Context: an optimization exercise on an open-source flow, tuned for small area, a short achievable clock period and few clock cycles per item. The choices shown serve that exercise and are no tape-out recipe.
For this run, only the layout was checked, not whether the RTL still works.
Power and IR drop assume default switching activity.

--- flow/config.mk ---
export PLATFORM = sky130hd
export DESIGN_NAME = prince_top
export DESIGN_NICKNAME = prince_top
export VERILOG_FILES = /design/flow/design.v
export SDC_FILE = /design/flow/constraint.sdc
export NUM_CORES = 4
export LEC_CHECK = 0
export CAP_MARGIN = 20
export CORE_MARGIN = 2
export CORE_UTILIZATION = 25
export SETUP_SLACK_MARGIN = 0.4
export SLEW_MARGIN = 20
--- flow/constraint.sdc ---
create_clock -name core_clock -period 6.5 [get_ports {clk}]
set_input_delay 1.3000 -clock core_clock [delete_from_list [all_inputs] [get_ports {clk}]]
set_output_delay 1.3000 -clock core_clock [all_outputs]
set_load 0.01 [all_outputs]
--- flow/design.v ---
module Share_1_A1(
	input wire [3:0] data_in,
	output wire [3:0] data_out
);
assign data_out[3] = 1'b1 ^ data_in[3] ^ data_in[1];
assign data_out[2] = 1'b1 ^ data_in[2];
assign data_out[1] = data_in[1] ^ data_in[0];
assign data_out[0] = data_in[1];
endmodule 
module Affine_1(
	input wire [3:0] x1,	 
	input wire [3:0] x2,
	input wire [3:0] x3,
	output wire [3:0] y1,	 
	output wire [3:0] y2, 
	output wire [3:0] y3 
);
Share_1_A1 i_share_1_A1 (x1, y1);
Share_1_A1 i_share_2_A1 (x2, y2);
Share_1_A1 i_share_3_A1 (x3, y3);
endmodule 
module Share_1_A2(
	input wire [3:0] data_in,
	output wire [3:0] data_out
);
assign data_out[3]   = data_in[3] ^ data_in[1] ^ data_in[0];
assign data_out[2] = 1'b1 ^ data_in[3] ^ data_in[1];
assign data_out[1] = 1'b1 ^ data_in[2] ^ data_in[1] ^ data_in[0];
assign data_out[0] = data_in[3] ^ data_in[2] ^ data_in[1] ^ data_in[0];
endmodule 
module Affine_2(
	input wire [3:0] x1,	 
	input wire [3:0] x2,
	input wire [3:0] x3,
	output wire [3:0] y1,	 
	output wire [3:0] y2,
	output wire [3:0] y3
);
Share_1_A2 i_share_1_A2 (x1, y1);
Share_1_A2 i_share_2_A2 (x2, y2);
Share_1_A2 i_share_3_A2 (x3, y3);
endmodule 
module Share_1_A3(
	input wire [3:0] data_in,
	output wire [3:0] data_out
);
assign data_out[3]   = data_in[0];
assign data_out[2] = data_in[1];
assign data_out[1] = data_in[2];
assign data_out[0] = data_in[3];
endmodule 
module Affine_3(
	input wire [3:0] x1,	 
	input wire [3:0] x2,
	input wire [3:0] x3,
	output wire [3:0] y1,	 
	output wire [3:0] y2,
	output wire [3:0] y3
);
Share_1_A3 i_share_1_A3 (x1, y1);
Share_1_A3 i_share_2_A3 (x2, y2);
Share_1_A3 i_share_3_A3 (x3, y3);
endmodule 
module Share_1_A4(
	input wire [3:0] data_in,
	output wire [3:0] data_out
);
assign data_out[3]   = 1'b1 ^ data_in[3] ^ data_in[2] ^ data_in[1] ^ data_in[0];
assign data_out[2] = data_in[3];
assign data_out[1] = 1'b1 ^ data_in[3] ^ data_in[1] ^ data_in[0];
assign data_out[0] = data_in[0];
endmodule 
module Affine_4(
	input wire [3:0] x1,	 
	input wire [3:0] x2,
	input wire [3:0] x3,
	output wire [3:0] y1,	 
	output wire [3:0] y2,
	output wire [3:0] y3
);
Share_1_A4 i_share_1_A4 (x1, y1);
Share_1_A4 i_share_2_A4 (x2, y2);
Share_1_A4 i_share_3_A4 (x3, y3);
endmodule 
module Share_1_A5(
	input wire [3:0] data_in,
	output wire [3:0] data_out
);
assign data_out[3] = 1'b1 ^ data_in[2];
assign data_out[2] = data_in[3] ^ data_in[1];
assign data_out[1] = 1'b1 ^ data_in[2] ^ data_in[0];
assign data_out[0] = 1'b1 ^ data_in[1] ^ data_in[0];
endmodule 
module Affine_5(
	input wire [3:0] x1,	 
	input wire [3:0] x2,
	input wire [3:0] x3,
	output wire [3:0] y1,	 
	output wire [3:0] y2,
	output wire [3:0] y3
);
Share_1_A5 i_share_1_A5 (x1, y1);
Share_1_A5 i_share_2_A5 (x2, y2);
Share_1_A5 i_share_3_A5 (x3, y3);
endmodule 
module Share_1_A6(
	input wire [3:0] data_in,
	output wire [3:0] data_out
);
assign data_out[3]   = 1'b1 ^ (data_in[3] ^ data_in[0]);
assign data_out[2] = data_in[2];
assign data_out[1] = data_in[0];
assign data_out[0] = 1'b1 ^ data_in[1];
endmodule 
module Affine_6(
	input wire [3:0] x1,	 
	input wire [3:0] x2,
	input wire [3:0] x3,
	output wire [3:0] y1,	 
	output wire [3:0] y2,
	output wire [3:0] y3
);
Share_1_A6 i_share_1_A6 (x1, y1);
Share_1_A6 i_share_2_A6 (x2, y2);
Share_1_A6 i_share_3_A6 (x3, y3);
endmodule 
module Share_1_Q294(
	input wire [3:0] data_in_i,
	input wire [3:0] data_in_i_plus_1,
	output wire [3:0] data_out
);
assign data_out[3] = data_in_i[3];
assign data_out[2] = data_in_i[2];
assign data_out[1] = data_in_i[1] ^ (data_in_i[3]&data_in_i[2]) ^ (data_in_i[3]&data_in_i_plus_1[2]) ^ (data_in_i_plus_1[3]&data_in_i[2]);
assign data_out[0] = data_in_i[0] ^ (data_in_i[3]&data_in_i[1]) ^ (data_in_i[3]&data_in_i_plus_1[1]) ^ (data_in_i_plus_1[3]&data_in_i[1]);
endmodule 
module Quadratic_294(
	input wire [3:0] x1,	 
	input wire [3:0] x2,
	input wire [3:0] x3,
	output wire [3:0] y1,	 
	output wire [3:0] y2,
	output wire [3:0] y3
);
Share_1_Q294 i_share_1_Q294 (x1, x2, y1);
Share_1_Q294 i_share_2_Q294 (x2, x3, y2);
Share_1_Q294 i_share_3_Q294 (x3, x1, y3);
endmodule 
module linear_m(
  input [63:0] data_in,
  output wire [63:0] data_out
);
assign data_out[63:60] = data_in[63:60];
assign data_out[59:56] = data_in[43:40];
assign data_out[55:52] = data_in[23:20];
assign data_out[51:48] = data_in[3:0];
assign data_out[47:44] = data_in[47:44];
assign data_out[43:40] = data_in[27:24];
assign data_out[39:36] = data_in[7:4];
assign data_out[35:32] = data_in[51:48];
assign data_out[31:28] = data_in[31:28];
assign data_out[27:24] = data_in[11:8];
assign data_out[23:20] = data_in[55:52];
assign data_out[19:16] = data_in[35:32];
assign data_out[15:12] = data_in[15:12];
assign data_out[11:8] = data_in[59:56];
assign data_out[7:4] = data_in[39:36];
assign data_out[3:0] = data_in[19:16];
endmodule
module linear_mprime(
  input [63:0] data_in,
  output wire [63:0] data_out
);
assign data_out[63] = data_in[59] ^ data_in[55] ^ data_in[51];
assign data_out[62] = data_in[62] ^ data_in[54] ^ data_in[50];
assign data_out[61] = data_in[61] ^ data_in[57] ^ data_in[49];
assign data_out[60] = data_in[60] ^ data_in[56] ^ data_in[52];
assign data_out[59] = data_in[63] ^ data_in[59] ^ data_in[55];
assign data_out[58] = data_in[58] ^ data_in[54] ^ data_in[50];
assign data_out[57] = data_in[61] ^ data_in[53] ^ data_in[49];
assign data_out[56] = data_in[60] ^ data_in[56] ^ data_in[48];
assign data_out[55] = data_in[63] ^ data_in[59] ^ data_in[51];
assign data_out[54] = data_in[62] ^ data_in[58] ^ data_in[54];
assign data_out[53] = data_in[57] ^ data_in[53] ^ data_in[49];
assign data_out[52] = data_in[60] ^ data_in[52] ^ data_in[48];
assign data_out[51] = data_in[63] ^ data_in[55] ^ data_in[51];
assign data_out[50] = data_in[62] ^ data_in[58] ^ data_in[50];
assign data_out[49] = data_in[61] ^ data_in[57] ^ data_in[53];
assign data_out[48] = data_in[56] ^ data_in[52] ^ data_in[48];
assign data_out[47] = data_in[47] ^ data_in[43] ^ data_in[39];
assign data_out[46] = data_in[42] ^ data_in[38] ^ data_in[34];
assign data_out[45] = data_in[45] ^ data_in[37] ^ data_in[33];
assign data_out[44] = data_in[44] ^ data_in[40] ^ data_in[32];
assign data_out[43] = data_in[47] ^ data_in[43] ^ data_in[35];
assign data_out[42] = data_in[46] ^ data_in[42] ^ data_in[38];
assign data_out[41] = data_in[41] ^ data_in[37] ^ data_in[33];
assign data_out[40] = data_in[44] ^ data_in[36] ^ data_in[32];
assign data_out[39] = data_in[47] ^ data_in[39] ^ data_in[35];
assign data_out[38] = data_in[46] ^ data_in[42] ^ data_in[34];
assign data_out[37] = data_in[45] ^ data_in[41] ^ data_in[37];
assign data_out[36] = data_in[40] ^ data_in[36] ^ data_in[32];
assign data_out[35] = data_in[43] ^ data_in[39] ^ data_in[35];
assign data_out[34] = data_in[46] ^ data_in[38] ^ data_in[34];
assign data_out[33] = data_in[45] ^ data_in[41] ^ data_in[33];
assign data_out[32] = data_in[44] ^ data_in[40] ^ data_in[36];
assign data_out[31] = data_in[31] ^ data_in[27] ^ data_in[23];
assign data_out[30] = data_in[26] ^ data_in[22] ^ data_in[18];
assign data_out[29] = data_in[29] ^ data_in[21] ^ data_in[17];
assign data_out[28] = data_in[28] ^ data_in[24] ^ data_in[16];
assign data_out[27] = data_in[31] ^ data_in[27] ^ data_in[19];
assign data_out[26] = data_in[30] ^ data_in[26] ^ data_in[22];
assign data_out[25] = data_in[25] ^ data_in[21] ^ data_in[17];
assign data_out[24] = data_in[28] ^ data_in[20] ^ data_in[16];
assign data_out[23] = data_in[31] ^ data_in[23] ^ data_in[19];
assign data_out[22] = data_in[30] ^ data_in[26] ^ data_in[18];
assign data_out[21] = data_in[29] ^ data_in[25] ^ data_in[21];
assign data_out[20] = data_in[24] ^ data_in[20] ^ data_in[16];
assign data_out[19] = data_in[27] ^ data_in[23] ^ data_in[19];
assign data_out[18] = data_in[30] ^ data_in[22] ^ data_in[18];
assign data_out[17] = data_in[29] ^ data_in[25] ^ data_in[17];
assign data_out[16] = data_in[28] ^ data_in[24] ^ data_in[20];
assign data_out[15] = data_in[11] ^ data_in[7] ^ data_in[3];
assign data_out[14] = data_in[14] ^ data_in[6] ^ data_in[2];
assign data_out[13] = data_in[13] ^ data_in[9] ^ data_in[1];
assign data_out[12] = data_in[12] ^ data_in[8] ^ data_in[4];
assign data_out[11] = data_in[15] ^ data_in[11] ^ data_in[7];
assign data_out[10] = data_in[10] ^ data_in[6] ^ data_in[2];
assign data_out[9] = data_in[13] ^ data_in[5] ^ data_in[1];
assign data_out[8] = data_in[12] ^ data_in[8] ^ data_in[0];
assign data_out[7] = data_in[15] ^ data_in[11] ^ data_in[3];
assign data_out[6] = data_in[14] ^ data_in[10] ^ data_in[6];
assign data_out[5] = data_in[9] ^ data_in[5] ^ data_in[1];
assign data_out[4] = data_in[12] ^ data_in[4] ^ data_in[0];
assign data_out[3] = data_in[15] ^ data_in[7] ^ data_in[3];
assign data_out[2] = data_in[14] ^ data_in[10] ^ data_in[2];
assign data_out[1] = data_in[13] ^ data_in[9] ^ data_in[5];
assign data_out[0] = data_in[8] ^ data_in[4] ^ data_in[0];
endmodule
module linear_m_inv (
  input [63:0] data_in,
  output wire [63:0] data_out
);
assign data_out[63:60] = data_in[63:60];
assign data_out[59:56] = data_in[11:8];
assign data_out[55:52] = data_in[23:20];
assign data_out[51:48] = data_in[35:32];
assign data_out[47:44] = data_in[47:44];
assign data_out[43:40] = data_in[59:56];
assign data_out[39:36] = data_in[7:4];
assign data_out[35:32] = data_in[19:16];
assign data_out[31:28] = data_in[31:28];
assign data_out[27:24] = data_in[43:40];
assign data_out[23:20] = data_in[55:52];
assign data_out[19:16] = data_in[3:0];
assign data_out[15:12] = data_in[15:12];
assign data_out[11:8] = data_in[27:24];
assign data_out[7:4] = data_in[39:36];
assign data_out[3:0] = data_in[51:48];
endmodule
module prince_core_data (
    input  wire [191:0] state   ,
    input  wire [191:0] pt      ,
    input  wire [383:0] key     ,
    input  wire         s_i     ,
    input  wire         s_a3    ,
    input  wire         s_a2    ,
    input  wire         s_d     ,
    input  wire         s_e     ,
    input  wire         s_f     ,
    input  wire         s_o     ,
    input  wire [ 63:0] rc      ,
    output wire [191:0] nxt
);
    localparam SBOX_NUMBER = 16;
    genvar j;
    wire [191:0] k0 = {key[383:320], key[255:192], key[127:64]};
    wire [191:0] k1 = {key[319:256], key[191:128], key[63:0]};
    wire [191:0] k0_end = {{key[320],key[383:322],(key[321] ^ key[383])},
        {key[192],key[255:194],(key[193] ^ key[255])},
        {key[64],key[127:66],(key[65] ^ key[127])}};
    wire [191:0] rck1 = {128'b0, rc} ^ k1;
    wire [191:0] q, a1, a2, a3, a5, f_in, f_sr, t, m, m_sr, d_in, d_out, e_out;
    generate
        for (j = 0; j < SBOX_NUMBER; j = j + 1) begin: nib
            Quadratic_294 Q (
                .x1(state[191-4*j -: 4]), .x2(state[127-4*j -: 4]), .x3(state[63-4*j -: 4]),
                .y1(q[191-4*j -: 4]), .y2(q[127-4*j -: 4]), .y3(q[63-4*j -: 4]));
            Affine_1 A1 (
                .x1(q[191-4*j -: 4]), .x2(q[127-4*j -: 4]), .x3(q[63-4*j -: 4]),
                .y1(a1[191-4*j -: 4]), .y2(a1[127-4*j -: 4]), .y3(a1[63-4*j -: 4]));
            Affine_2 A2 (
                .x1(q[191-4*j -: 4]), .x2(q[127-4*j -: 4]), .x3(q[63-4*j -: 4]),
                .y1(a2[191-4*j -: 4]), .y2(a2[127-4*j -: 4]), .y3(a2[63-4*j -: 4]));
            Affine_3 A3 (
                .x1(q[191-4*j -: 4]), .x2(q[127-4*j -: 4]), .x3(q[63-4*j -: 4]),
                .y1(a3[191-4*j -: 4]), .y2(a3[127-4*j -: 4]), .y3(a3[63-4*j -: 4]));
            Affine_5 A5 (
                .x1(q[191-4*j -: 4]), .x2(q[127-4*j -: 4]), .x3(q[63-4*j -: 4]),
                .y1(a5[191-4*j -: 4]), .y2(a5[127-4*j -: 4]), .y3(a5[63-4*j -: 4]));
            Affine_4 A4 (
                .x1(d_in[191-4*j -: 4]), .x2(d_in[127-4*j -: 4]), .x3(d_in[63-4*j -: 4]),
                .y1(d_out[191-4*j -: 4]), .y2(d_out[127-4*j -: 4]), .y3(d_out[63-4*j -: 4]));
            Affine_6 A6 (
                .x1(m[191-4*j -: 4]), .x2(m[127-4*j -: 4]), .x3(m[63-4*j -: 4]),
                .y1(e_out[191-4*j -: 4]), .y2(e_out[127-4*j -: 4]), .y3(e_out[63-4*j -: 4]));
        end
        for (j = 0; j < 3; j = j + 1) begin: sh
            linear_m_inv  SRI (.data_in(f_in[191-64*j -: 64]), .data_out(f_sr[191-64*j -: 64]));
            linear_mprime MP  (.data_in(t[191-64*j -: 64]), .data_out(m[191-64*j -: 64]));
            linear_m      SR  (.data_in(m[191-64*j -: 64]), .data_out(m_sr[191-64*j -: 64]));
        end
    endgenerate
    assign f_in = a5 ^ rck1;
    assign t    = ({192{s_d | s_e}} & a1) | ({192{s_f}} & f_sr);
    assign d_in = (({192{s_d}} & m_sr) ^ ({192{s_i}} & (pt ^ k0))) ^ rck1;
    assign nxt = ({192{s_a3}} & a3) | ({192{s_a2}} & a2) |
                 ({192{s_d | s_i}} & d_out) | ({192{s_e | s_f}} & e_out) |
                 ({192{s_o}} & (f_in ^ k0_end));
endmodule
module prince_top (
    input  wire         clk       ,
    input  wire         reset     ,
    input  wire         start     ,
    input  wire [191:0] plaintext ,
    input  wire [383:0] key       ,
    output reg          done      ,
    output wire [191:0] ciphertext
);
    reg  [191:0] shared_state;
    reg          busy;
    reg  [  2:0] pos;     
    reg  [  3:0] layer;   
    wire [191:0] nxt;
    wire [ 63:0] rc;
    assign rc = !busy ? 64'h0 :
                (layer == 4'd0) ? 64'h13198A2E03707344 :
                (layer == 4'd1) ? 64'hA4093822299F31D0 :
                (layer == 4'd2) ? 64'h082EFA98EC4E6C89 :
                (layer == 4'd3) ? 64'h452821E638D01377 :
                (layer == 4'd4) ? 64'hBE5466CF34E90C6C :
                (layer == 4'd6) ? 64'h7EF84F78FD955CB1 :
                (layer == 4'd7) ? 64'h85840851F1AC43AA :
                (layer == 4'd8) ? 64'hC882D32F25323C54 :
                (layer == 4'd9) ? 64'h64A51195E0E3610D :
                (layer == 4'd10) ? 64'hD3B5A399CA0C2399 :
                (layer == 4'd11) ? 64'hC0AC29B7C97C50DD :
                64'h0;
    wire s_x = busy & pos[2];
    prince_core_data d_prince_core (
        .state(shared_state),
        .pt   (plaintext   ),
        .key  (key         ),
        .s_i  (~busy       ),
        .s_a3 (busy & pos[0]),
        .s_a2 (busy & pos[1]),
        .s_d  (s_x & (layer < 4'd5)),
        .s_e  (s_x & (layer == 4'd5)),
        .s_f  (s_x & (layer > 4'd5) & (layer < 4'd11)),
        .s_o  (s_x & (layer == 4'd11)),
        .rc   (rc          ),
        .nxt  (nxt         )
    );
    assign ciphertext = shared_state;
    wire last = pos[2] && (layer == 4'd11);
    always @(posedge clk) begin
        shared_state <= nxt;
    end
    always @(posedge clk) begin
        if (reset) begin
            busy  <= 1'b0;
            done  <= 1'b0;
            pos   <= 3'b001;
            layer <= 4'd0;
        end else begin
            done <= busy && last;
            if (!busy) begin
                busy  <= start;
                pos   <= 3'b001;
                layer <= 4'd0;
            end else begin
                pos <= {pos[1:0], pos[2]};
                if (pos[2])
                    layer <= layer + 4'd1;
                if (last)
                    busy <= 1'b0;
            end
        end
    end
endmodule
--- flow/run.sh ---
#!/bin/bash
# synth_recipe.tcl (not shown) runs the flow's synth.tcl, then flattens the netlist and writes it again
# the make line also repeats each setting of config.mk as NAME=value (left out here)
make -C /OpenROAD-flow-scripts/flow DESIGN_CONFIG=/design/flow/config.mk WORK_HOME=/design/flow/orfs CLKGATE_MAP_FILE= SYNTH_SCRIPT=/design/flow/synth_recipe.tcl finish
==> run_results.csv <==
group,metric,value,unit
status,status,"complete, no violations",
timing,relSlewSlack,21.17,%
global_routing,grt_overflow_total,0,
setup_path,r2r-end,"shared_state[19]",
detailed_routing,dr.pass1.iters,9,
timing,rsz0062_at_grt,"false",
timing,fmax,0.1803,GHz
detailed_routing,detail_route.wl_per_cell,32.76,um
die,dieArea,0.1715,mm^2
pwr,p_total,35480,uW
setup_path,path_common_cell,"xor2_1",
logic_synthesis,synth.area.top_cells,"xnor2_1 (24%), xor2_1 (13%), dfxtp_1 (9.6%)",
detailed_routing,viasPerCell,5.677,
placement,hpwl,219300,um
logic_synthesis,yosys-top-cells-count,"xnor2_1 (1,145), xor2_1 (627), nand2_1 (474)",
logic_synthesis,synth_warnings,1,
timing,fin_skew,0.04302,ns
hold_path,min_path_type,"flop to flop",
detailed_routing,met2WireLength,125300,um
clock_network,hold_buffers,0,
timing,setup_viol,0,
placement,routabilityCongestion,1.032,
timing,timing.hold.ws,0.5918,ns
logic_synthesis,syn_inst,5492,
setup_path,ff2ff_setup_slack,0.95,ns
logic_synthesis,synth-seq-area-share,9.570,%
final_layout,fin_nets,6735,
final_layout,synthToLayoutAreaGrowth,27.80,%
logic_synthesis,yosys-mux-area-fraction,2.702,%
pwr,p_leak,0.01922,uW
setup_path,crit_type,"flop to flop",
logic_synthesis,synth_top_area_share,23.85,%
detailed_routing,m1WireLength,96240,um
timing,slew_violations,0,
clock_network,clock_latency,0.64,ns
logic_synthesis,synth_area,0.04205,mm^2
die,coreArea,0.1670,mm^2
timing,fin_tns_setup,0,ns
die,num_rows,150,
die,initial_core_util,25.17,%
setup_path,crit_slowest_cell,"ha_1",
global_routing,antenna_found_initial,30,
logic_synthesis,avgSynthCellArea,7.656,um^2
setup_path,cp_num_buf_inv,1,
setup_path,cp-start-kind,"flop",
die,die_h,414.1,um
logic_synthesis,synth_nets,6124,
final_layout,fillers,17920,
setup_path,path_depth,15,
detailed_routing,drt-total-wl,273500,um
logic_synthesis,yosysMostFrequentCell,"xnor2_1",
detailed_routing,top_layer,"met5",
logic_synthesis,async_flop_share,0,%
placement,place_ws,1.059,ns
timing,fin_ws,0.9539,ns
detailed_routing,vias,47380,
setup_path,cp-startpoint,"layer[0]",
setup_path,critPathCaptureType,"flop",
clock_network,clock-sinks,201,
final_layout,drive_above_1_share,6.286,%
logic_synthesis,synth-edff-count,0,
logic_synthesis,synth-xor-area-share,44.29,%
setup_path,cp_top_family,"compound AO/OA/AOI/OAI gates",
setup_path,arrival,6.02,ns
timing,period_minus_slack,5.546,ns
setup_path,crit_chain,"inv_1 > ha_1 > nor3b_1 > o2bb2ai_1 > nand2_1 > xnor2_1 > xor2_1 > o21ai_1 > a221oi_1 > xor2_1 > mux2i_1 > xnor2_2 > o21a_1 > a2111oi_0 > nand3_1",
pwr,peakVddDrop,0.2954,mV
global_routing,grt_pass1_vias,45080,
clock_network,root_buffer,"clkbuf_16",
setup_path,cp.required,6.98,ns
detailed_routing,wl_met3,22270,um
setup_path,crit_fanout,27,
timing,hold_viol,0,
logic_synthesis,synth_compound_area_share,23.21,%
detailed_routing,drc,0,
detailed_routing,antenna_left,0,
global_routing,grt_max_degree,91,
setup_path,max_stage_delay,0.80,ns
logic_synthesis,synthDistinctLibCells,102,
clock_network,htreeDepth,2,
global_routing,grt_pass1_wl,367900,um
setup_path,crit_end,"shared_state[19]",
setup_path,rr_worst_depth,15,
logic_synthesis,synthFlopType,"dfxtp_1",
logic_synthesis,synth_top_family_by_area,"XOR/XNOR gates",
clock_network,cts_resized,0,
clock_network,path_clk_slew,0.06,ns
global_routing,grtUsageTotal,30.34,%
pwr,powerDensity,660.4,mW/mm^2
clock_network,cts_buffers,35,
logic_synthesis,synth_adder_area_share,1.577,%
clock_network,postCtsSetupRepairBufs,0,
timing,tightest_slew,1.182,ns
detailed_routing,drt_iter0_markers,5906,
logic_synthesis,synth_top_cell_by_area,"xnor2_1",
setup_path,reg2reg_from,"layer[0]",
clock_network,tritoncts,"built",
hold_path,min_delay_path_depth,2,
logic_synthesis,ys_ff_latch,201,
final_layout,fin_util,32.17,%
logic_synthesis,synth-simple-area-share,14.74,%
die,io_pins,772,
clock_network,cts.path.max_buffers,3,
placement,portBuffers,771,
run,cap_violations,0,
timing,fin_crit_sh,85.32,%
die,die_w,414.1,um
==> state kept, by name, indices dropped and copies added (netlist names) <==
register	flops
done	1
shared_state	192
pos	3
busy	1
layer	4
==> per-stage QoR <==
stage	std cells	cell area (um^2)
3_3_place_gp	8270	52580
2_1_floorplan	5492	42050
5_1_grt	8345	53730
3_5_place_dp	8270	52590
6_report	8346	53730
4_1_cts	8329	53690
==> power breakdown <==
part / switching (uW) / total, uW / internal, uW
logic: 18100 / 29800 / 11700
clock network: 875 / 1980 / 1110
registers: 1880 / 3710 / 1830
==> layout make-up <==
type                       count  area [um^2]  area share, %
antenna                       17        42.54        0.07917
clock buffer                  47        991.0          1.844
clock inverter                12        110.1         0.2049
inverter                      34        130.1         0.2422
multi-input combinational   4888        36490          67.91
sequential                   201         4030          7.500
tap                         2204         2758          5.132
timing repair buffer         943         9184          17.09
==> per-layer routing <==
layer | track usage (%) | vias to the layer above
li1 | - | 20610
met1 | 33.87 | 22950
met2 | 49.88 | 3057
met3 | 4.594 | 763
met4 | 27.71 | 10
met5 | 0 | -
==> cell families (layout without fill, tap and decap cells) <==
family	Yosys count	after routing
xor+xnor	1913	1913
compound gates	1446	1446
simple gates	1369	1369
buf+inv	403	1036
flops	201	201
mux	107	107
fa+ha+maj	53	53
other cells	0	17
==> worst min-delay path: stages (launching register included) <==
cell	delay, ns
dfxtp_1	0.35
mux2i_1	0.14
nor2_1	0.06
==> cell usage in the layout (no fill, tap or decap), drive strengths merged, types with 108 or more instances in the layout <==
cell type      Yosys  final
o21ai            396    396
a21oi            289    289
nor2             445    445
o221ai           115    115
xor2             630    630
buf              127    172
xnor2           1162   1162
clkdlybuf4s50      0    771
o22ai            108    108
nand2            474    474
dfxtp            201    201
==> worst min path at each step <==
stage,start,end
2_1_floorplan,layer[1],layer[1]
3_3_place_gp,layer[1],layer[1]
3_5_place_dp,busy,busy
4_1_cts,layer[1],layer[1]
5_1_grt,busy,busy
6_report,layer[1],layer[1]

-- static timing again, ports no longer ideal --
The flow's constraints put no driver on any port. The routed layout listed below was extracted and timed again, unchanged, in two steps.
Step 1, drivers: a clkbuf_16 drives clk and a buf_2 each remaining input, both assumed.
Step 2 also shifts input and output timing later by t, the mid clock arrival at the registers, as if the neighbouring blocks saw the same clock.
Slacks: ideal ports / drivers / drivers and shift; pairs: ideal ports / drivers.
t, ns: 0.700
setup slack, ns: 0.954 / 0.954 / 0.954
hold slack, ns: 0.592 / 0.592 / 0.592
worst data-port slew with drivers (ns): 0.20
cell pins on the clock port's net: 1
After both steps this run still meets setup and hold. The setup slack of this run moves by 0.000 ns with the drivers and by 0.000 ns with both steps.
